What follows belongs to an exercise in optimizing a design on an open flow for small area; a production flow would make more cautious choices. Function was checked by simulation only, so behaviour that the tests miss may differ from the original. Power figures rest on the tool's default switching activity, not on a simulated workload.

==> maple <==
==> flow/design.v <==
module ip_tile_daniel_garcia #(
parameter REG_WIDTH = 32,
parameter CSR_IN_WIDTH = 16,
parameter CSR_OUT_WIDTH = 16)
(
input wire clk,
input wire arst_n,
input wire [CSR_IN_WIDTH-1:0] csr_in,
input wire  [REG_WIDTH - 1:0] data_reg_a,
input wire  [REG_WIDTH - 1:0] data_reg_b,
output wire [REG_WIDTH - 1:0] data_reg_c,
output wire [CSR_OUT_WIDTH-1:0] csr_out,
output wire csr_in_re,
output wire csr_out_we
);
  assign csr_out = csr_in;
  assign csr_in_re = 1'b0;
  assign csr_out_we = 1'b0;
  wire en = csr_in[15];
  wire op = csr_in[4];
  wire        sa = data_reg_a[31];
  wire        sb = data_reg_b[31];
  wire [7:0]  ea = data_reg_a[30:23];
  wire [7:0]  eb = data_reg_b[30:23];
  wire [22:0] fa = data_reg_a[22:0];
  wire [22:0] fb = data_reg_b[22:0];
  wire a_ff = &ea, b_ff = &eb;
  wire a_nz = |fa, b_nz = |fb;
  wire a_zero = ~|ea & ~a_nz, b_zero = ~|eb & ~b_nz;
  wire a_nan = a_ff & a_nz, b_nan = b_ff & b_nz;
  wire sbo    = sb ^ op;
  wire effsub = sa ^ sbo;
  wire [8:0] d   = {1'b0, ea} - {1'b0, eb};
  wire       elt = d[8];                        
  wire [4:0] dn  = ~d[4:0] + 5'd1;              
  wire [4:0] ad  = elt ? dn : d[4:0];
  wire       big = elt ? ~(&d[7:5] & |d[4:0]) : |d[7:5];
  wire force_nan = a_nan | b_nan | (a_ff & b_ff & effsub);
  wire kill = a_ff | b_ff | a_zero | b_zero | big;
  wire selb = elt | a_zero;
  wire        s0_s  = force_nan ? 1'b0 : (a_zero & b_zero) ? (sa & sb) : (selb ? sbo : sa);
  wire [7:0]  s0_e  = force_nan ? 8'hFF : (selb ? eb : ea);
  wire [22:0] s0_lf = force_nan ? 23'h400000 : (selb ? fb : fa);
  wire [22:0] s0_sf = selb ? fa : fb;
  wire [4:0]  s0_sh = kill ? 5'd31 : ad;
  wire        s0_z  = sa & sb;
  reg         r1_s, r1_sub, r1_z;
  reg  [7:0]  r1_e;
  reg  [22:0] r1_lf, r1_sf;
  reg  [4:0]  r1_sh;
  always @(posedge clk) begin
    r1_s   <= s0_s;
    r1_e   <= s0_e;
    r1_lf  <= s0_lf;
    r1_sf  <= s0_sf;
    r1_sh  <= s0_sh;
    r1_sub <= effsub;
    r1_z   <= s0_z;
  end
  wire [26:0] lm  = {1'b1, r1_lf, 3'b000};
  wire [26:0] sm  = {1'b1, r1_sf, 3'b000} >> r1_sh;
  wire [27:0] sum = {1'b0, lm} + {1'b0, sm ^ {27{r1_sub}}} + {27'd0, r1_sub};
  reg         r2_s, r2_c, r2_n, r2_z;
  reg  [7:0]  r2_e;
  reg  [26:0] r2_r;
  always @(posedge clk) begin
    r2_s <= r1_s;
    r2_e <= r1_e;
    r2_c <= sum[27] & ~r1_sub;                  
    r2_n <= ~sum[27] & r1_sub;                  
    r2_r <= sum[26:0];
    r2_z <= r1_z;
  end
  wire        zero  = ~|r2_r & ~r2_c;           
  wire [22:0] mant1 = r2_c ? r2_r[26:4] : (r2_r[25:3] ^ {23{r2_n}});
  wire [2:0]  grs   = r2_c ? r2_r[3:1]  : r2_r[2:0];
  wire        inc   = r2_n | (grs[2] & (grs[1] | grs[0] | mant1[0]));
  wire [22:0] mant  = mant1 + {22'd0, inc};
  wire        fbit  = r2_c | (r2_r[26] & ~r2_n);
  reg         r3_s, r3_c;
  reg  [7:0]  r3_e;
  reg  [23:0] r3_m;
  always @(posedge clk) begin
    r3_s <= zero ? r2_z : (r2_s ^ r2_n);
    r3_e <= zero ? 8'd0 : r2_e;
    r3_c <= r2_c;
    r3_m <= {fbit, mant};
  end
  wire [23:0] n0 = r3_m;
  wire z4 = ~|n0[23:8];
  wire [23:0] n1 = z4 ? {n0[7:0], 16'd0} : n0;
  wire z3 = ~|n1[23:16];
  wire [23:0] n2 = z3 ? {n1[15:0], 8'd0} : n1;
  wire z2 = ~|n2[23:20];
  wire [23:0] n3 = z2 ? {n2[19:0], 4'd0} : n2;
  wire z1 = ~|n3[23:22];
  wire [23:0] n4 = z1 ? {n3[21:0], 2'd0} : n3;
  wire z0 = ~n4[23];
  wire [23:0] n5 = z0 ? {n4[22:0], 1'd0} : n4;
  wire nz = n5[23];
  wire [4:0] z = {z4, z3, z2, z1, z0} & {5{nz}};
  wire [7:0] ex = r3_e + (r3_c ? 8'd0 : ~{3'd0, z}) + 8'd1;
  reg  [31:0] r4;
  always @(posedge clk)
    r4 <= {r3_s, ex, n5[22:0]};
  reg  [31:0] r5;
  always @(posedge clk)
    r5 <= r4;
  reg  [4:0]  en_r;
  reg  [31:0] c_r;
  always @(posedge clk or negedge arst_n)
    if (!arst_n)
      en_r <= 5'd0;
    else
      en_r <= {en_r[3:0], en};
  always @(posedge clk or negedge arst_n)
    if (!arst_n)
      c_r <= 32'd0;
    else if (en_r[4])
      c_r <= r5;
  assign data_reg_c = c_r;
endmodule
==> flow/run.sh <==
#!/bin/bash
# synth_recipe.tcl (not shown) runs the flow's synth.tcl, then flattens the netlist and writes it again
# the make line also repeats each setting of config.mk as NAME=value (left out here)
make -C /OpenROAD-flow-scripts/flow DESIGN_CONFIG=/design/flow/config.mk WORK_HOME=/design/flow/orfs CLKGATE_MAP_FILE= SYNTH_SCRIPT=/design/flow/synth_recipe.tcl finish
==> flow/config.mk <==
export PLATFORM = sky130hd
export DESIGN_NAME = ip_tile_daniel_garcia
export DESIGN_NICKNAME = ip_tile_daniel_garcia
export VERILOG_FILES = /design/flow/design.v
export SDC_FILE = /design/flow/constraint.sdc
export NUM_CORES = 4
export LEC_CHECK = 0
export CAP_MARGIN = 20
export CORE_MARGIN = 2
export CORE_UTILIZATION = 40
export CTS_BUF_LIST = sky130_fd_sc_hd__clkbuf_4
export SLEW_MARGIN = 20
==> flow/constraint.sdc <==
create_clock -name core_clock -period 5.0 [get_ports {clk}]
set_input_delay 1.0000 -clock core_clock [delete_from_list [all_inputs] [get_ports {clk}]]
set_output_delay 1.0000 -clock core_clock [all_outputs]
set_load 0.01 [all_outputs]
==> xenon (differences from maple) <==
CTS_BUF_LIST = not set   (was sky130_fd_sc_hd__clkbuf_4)
==> run notes <==
- The met3 track demand over resource in global routing is 2.78%.
- TritonCTS created 58 clock buffers.
- The via count of the first global-routing pass came to just under 10000.
- The total clock network power is between 1 and 1.5 mW.
- Compared with the post-synthesis result, the final layout area differs by 16.1%.
- In the post-route analysis, the smallest setup slack over all paths is about 0.64 ns.
- The critical path data arrival time is 4.90 ns.
- Wires add up to 30.0 mm.
- The clock-cell share of area is under 10%.
- The buffer share of cell area is roughly 8.5%.
- The flow ran to the end and the layout has no timing, DRC or antenna violations.
- The number of design-rule violations left by the first detailed-router iteration is between 600 and 700.
- The post-route non-filler standard cell count is between 1500 and 2000.
- Across the VDD grid, the largest voltage drop is just under 0.2 mV.
- The total routing resource utilization after global routing is between 10% and 20%.
- The post-route netlist has roughly an eighth of its cells at a drive strength greater than 1.
- The tightest hold path in the finished design has a slack of just over 0.3 ns.
- The portion of total power attributed to the clock network is a little under a fifth.
- The share of the clock period used by the worst path is between 80% and 90%.
- The clock latency on the worst-skew pair is about 0.70 ns.
the above is filed under maple

==> run notes <==
- The run finished with no timing, DRC or antenna violations.
- The total routing resource utilization after global routing is between 10% and 20%.
- Hold is met by 0.322 ns.
- The share of the clock period used by the worst path is approximately 87%.
- The first routing iteration left approximately 600 violations.
- The number of buffers created by CTS is 26.
- The buffer share of cell area is roughly 8.4%.
- The final worst slack is between 0.6 and 0.7 ns.
- The final wirelength is between 20 and 30 mm.
- The total clock network power is 2.16 mW.
- The met3 track demand over resource in global routing is between 2 and 2.5%.
- Of all the cell area in the finished design, the clock network holds under 10%.
- In the final layout, the share of cells above drive strength 1 is between 10 and 15%.
- Leaving out filler cells and counting taps, the final layout contains around 1900.
- VDD sags by at most ~0.26 mV.
- The portion of total power attributed to the clock network is roughly a quarter.
the above is filed under xenon

## re-timing with driven ports
In the flow no input, the clock included, has a driving cell. The finished layouts below were timed again as built, in two steps. Step 1: set_driving_cell puts a clkbuf_16 on clk and a buf_2 on each other input, an assumption about the parent block. Step 2, shift: input delay + t, output delay - t, t = (earliest + latest rising clock arrival at the registers) / 2. This alone moves slack from input paths to output paths. Three values: no drivers, after step 1, after step 2; two values: the first two.
run | t, ns | slack for setup (ns) | worst slew at a driven data input, ns
maple | 0.720 | 0.635 / 0.635 / 0.545 | 0.06
xenon | 0.581 | 0.669 / 0.669 / 0.566 | 0.06
After both steps setup and hold are still met in every run listed. The setup slack of xenon, which loses most, moves by 0.000 ns with the drivers and by -0.103 ns with both steps.
